Source: an optimization exercise on an open RTL-to-GDS flow (aim: small area). Production flows keep margins and buffers that such runs may drop.
In this exercise RTL edits were held to simulation tests only and were not proved equivalent to the original.
The flow treats the clock pin as an ideal source, which a real chip does not have.
No activity file was given, so power comes from the tool's default toggle rates.

==> flow/design.v (excerpt) <==
module Greedy_snake
(
	input Clk,
	input Rst_n,
	input Left,
	input Right,
	input Up,
	input Down,
	output VSYNC_Sig_out,
	output HSYNC_Sig_out,
	output [4:0] VGA_red_o,
	output [5:0] VGA_green_o,
	output [4:0] VGA_blue_o,
	output vga_blank,
	output vga_sync,
	output [7:0] Smg_duan,
	output [3:0] Smg_we
);
Size in the first run: ~1400 cells after synthesis, roughly 200 flip-flops, roughly 38 I/O pins.
Settings: LEC_CHECK=0, CAP_MARGIN=20, CORE_MARGIN=2, CORE_UTILIZATION=40, PLACE_DENSITY=0.6, SLEW_MARGIN=20; clock period 10.0 ns.
run.sh (not shown) runs the stock make flow with config.mk's settings and CLKGATE_MAP_FILE= SYNTH_SCRIPT=/design/flow/synth_recipe.tcl, a recipe that flattens the netlist after the stock synthesis.
Then changed:
==> flow/flow/run.sh (new file) <==
#!/bin/bash
# Layout flow: the standard ORFS flow (standard.sh), with a clock tree
# of fewer, larger sink clusters and no dummy clock loads, and minimum-size
# port buffers.  The make output goes to flow_make.log; each ORFS step keeps
# its own log under orfs/logs/.
set -euo pipefail
bash standard.sh \
  "CTS_ARGS=-sink_clustering_enable -repair_clock_nets -dont_use_dummy_load -sink_clustering_size 30 -sink_clustering_max_diameter 150 -buf_list {sky130_fd_sc_hd__clkbuf_8}" \
  "BUFFER_PORTS_ARGS=-buffer_cell sky130_fd_sc_hd__buf_1" \
  finish > flow_make.log 2>&1
==> flow/standard.sh (new file) <==
#!/bin/bash
# synth_recipe.tcl (not shown) runs the flow's synth.tcl, then flattens the netlist and writes it again
# the make line also repeats each setting of config.mk as NAME=value (left out here)
make -C /OpenROAD-flow-scripts/flow DESIGN_CONFIG=/design/flow/config.mk WORK_HOME=/design/flow/orfs CLKGATE_MAP_FILE= SYNTH_SCRIPT=/design/flow/synth_recipe.tcl "${@:-finish}"
removed: flow/run.sh
- worst setup slack improves by 0.32 ns
- wire length went down by a few percent
- total power went down by about a fifth
- sequential share of layout area went up by 1.8 points
- critical path depth stays the same
- non-clock buffer count is unchanged
- worst hold slack barely changes
- core utilization went down by 2.0 points


run 1:
Greedy_snake, a different RTL version from the one above (not shown whole).
Size in the first run: about 190 flip-flops, roughly 38 I/O pins, roughly 9600 sq um of cells after synthesis.
==> flow/design.v (excerpt) <==
module Greedy_snake
(
	input Clk,
	input Rst_n,
	input Left,
	input Right,
	input Up,
	input Down,
	output VSYNC_Sig_out,
	output HSYNC_Sig_out,
	output [4:0] VGA_red_o,
	output [5:0] VGA_green_o,
	output [4:0] VGA_blue_o,
	output vga_blank,
	output vga_sync,
	output [7:0] Smg_duan,
	output [3:0] Smg_we
);
Settings: LEC_CHECK=0, CAP_MARGIN=0, CORE_MARGIN=2, CORE_UTILIZATION=80, PLACE_DENSITY=0.9, SLEW_MARGIN=0; clock period 10.0 ns.
standard.sh (not shown) runs the stock make flow with config.mk's settings and CLKGATE_MAP_FILE= SYNTH_SCRIPT=/design/flow/synth_recipe.tcl, a recipe that flattens the netlist after the stock synthesis.
==> flow/flow/run.sh <==
#!/bin/bash
# Layout flow: the standard ORFS flow (standard.sh) with three changes:
#  - synthesis: the standard synthesis script, but the combinational logic
#    is mapped with an area-oriented ABC script (abc_mine.script, no delay
#    target) and without the full-adder extraction; the registers are the
#    standard synthesis's (same passes up to flip-flop mapping);
#  - clock tree: small sink clusters of clkbuf_4 and no dummy loads; if the
#    clock tree tool finds no clustering solution with those limits, the
#    clock tree is built again with clusters of clkbuf_8 (which keep the
#    flip-flop clock slew low without clustering too);
#  - port buffers: minimum-size buffers.
# The make output goes to flow_make.log; each ORFS step keeps its own log
# under orfs/logs/.
set -euo pipefail
W=$PWD
export MY_ABC_SCRIPT=$W/flow/abc_mine.script
COMMON=(
  "SYNTH_SCRIPT=$W/flow/synth_recipe_area.tcl"
  "ADDER_MAP_FILE="
  "BUFFER_PORTS_ARGS=-buffer_cell sky130_fd_sc_hd__buf_1"
)
CTS="CTS_ARGS=-sink_clustering_enable -repair_clock_nets -dont_use_dummy_load -sink_clustering_size 6 -sink_clustering_max_diameter 50 -buf_list {sky130_fd_sc_hd__clkbuf_4}"
CTS_BIG="CTS_ARGS=-sink_clustering_enable -repair_clock_nets -dont_use_dummy_load -sink_clustering_size 14 -sink_clustering_max_diameter 70 -buf_list {sky130_fd_sc_hd__clkbuf_8}"
bash standard.sh "${COMMON[@]}" "$CTS" cts > flow_make.log 2>&1
CTS_LOG=$(ls "$W"/orfs/logs/*/Greedy_snake/base/4_1_cts.log)
if ! grep -q "A clustering solution was found" "$CTS_LOG"; then
  echo "no clustering solution with clkbuf_4; building the clock tree with clkbuf_8" >> flow_make.log
  cp "$CTS_LOG" "$W/cts_clkbuf4_attempt.log"
  bash standard.sh "${COMMON[@]}" "$CTS" clean_cts >> flow_make.log 2>&1
  CTS="$CTS_BIG"
  bash standard.sh "${COMMON[@]}" "$CTS" cts >> flow_make.log 2>&1
fi
bash standard.sh "${COMMON[@]}" "$CTS" finish >> flow_make.log 2>&1
Other scripts of this flow, unchanged in this note and not shown: flow/flow/abc_mine.script, flow/flow/synth_recipe_area.tcl
The inputs of run 2 differ from those of run 1 as listed below.
diff --git a/flow/flow/run.sh b/flow/flow/run.sh
--- a/flow/flow/run.sh
+++ b/flow/flow/run.sh
@@ -20,5 +20,5 @@
   "BUFFER_PORTS_ARGS=-buffer_cell sky130_fd_sc_hd__buf_1"
 )
-CTS="CTS_ARGS=-sink_clustering_enable -repair_clock_nets -dont_use_dummy_load -sink_clustering_size 6 -sink_clustering_max_diameter 50 -buf_list {sky130_fd_sc_hd__clkbuf_4}"
+CTS="CTS_ARGS=-sink_clustering_enable -repair_clock_nets -dont_use_dummy_load -sink_clustering_size 10 -sink_clustering_max_diameter 50 -buf_list {sky130_fd_sc_hd__clkbuf_4}"
 CTS_BIG="CTS_ARGS=-sink_clustering_enable -repair_clock_nets -dont_use_dummy_load -sink_clustering_size 14 -sink_clustering_max_diameter 70 -buf_list {sky130_fd_sc_hd__clkbuf_8}"
 bash standard.sh "${COMMON[@]}" "$CTS" cts > flow_make.log 2>&1
Results
- Re total standard cell area after synthesis: no difference whatsoever between run 2 and run 1.
- Any difference in area of all placed cells without fillers between run 2 and run 1 is small enough to ignore.
- Register fraction of the total cell area came out exactly the same in run 1 and run 2.
- Compared with run 1, in run 2 footprint of the multi-input gates did not really move; buffering stage count on the worst path with inverters included did not really move; utilization after layout did not really move; peak clock frequency supported by timing did not really move.
- Reported for run 1 and run 2, post-cts gate resize count turned out identical to the last digit.
- As far as number of distinct library cells after synthesis goes, run 1 and run 2 are indistinguishable; the numbers are identical.
- There was hardly any difference in synthesized cell count between run 1 and run 2.

-- separate check: timing with driven ports --
Ports are ideal in the flow. The routed layouts listed here were re-timed in OpenROAD. Step 1 sets driving cells, clkbuf_16 on the clock port and buf_2 on the other inputs (assumed; they add their load-dependent delay and slew). Step 2, shift: input delay + t, output delay - t, t = (earliest + latest rising clock arrival at the registers) / 2. This alone moves slack from input paths to output paths. a / b / c = ideal ports / drivers / drivers and shift; a / b = the first two.
run	t (ns)	setup WS [ns]	worst setup path at the end	clock arrival spread, ns	slew at the worst register clock pin (ns)
the first run of note 1	0.483	4.958 / 4.910 / 5.394	register to output	0.017 / 0.017	0.09 / 0.09
the second run of note 1	0.514	5.278 / 5.233 / 5.748	register to output	0.052 / 0.051	0.12 / 0.12
run 1	0.500	4.490 / 4.490 / 4.490	register to register	0.027 / 0.027	0.10 / 0.10
run 2	0.500	4.490 / 4.490 / 4.490	register to register	0.027 / 0.027	0.10 / 0.10
After both steps every run listed still meets setup and hold.
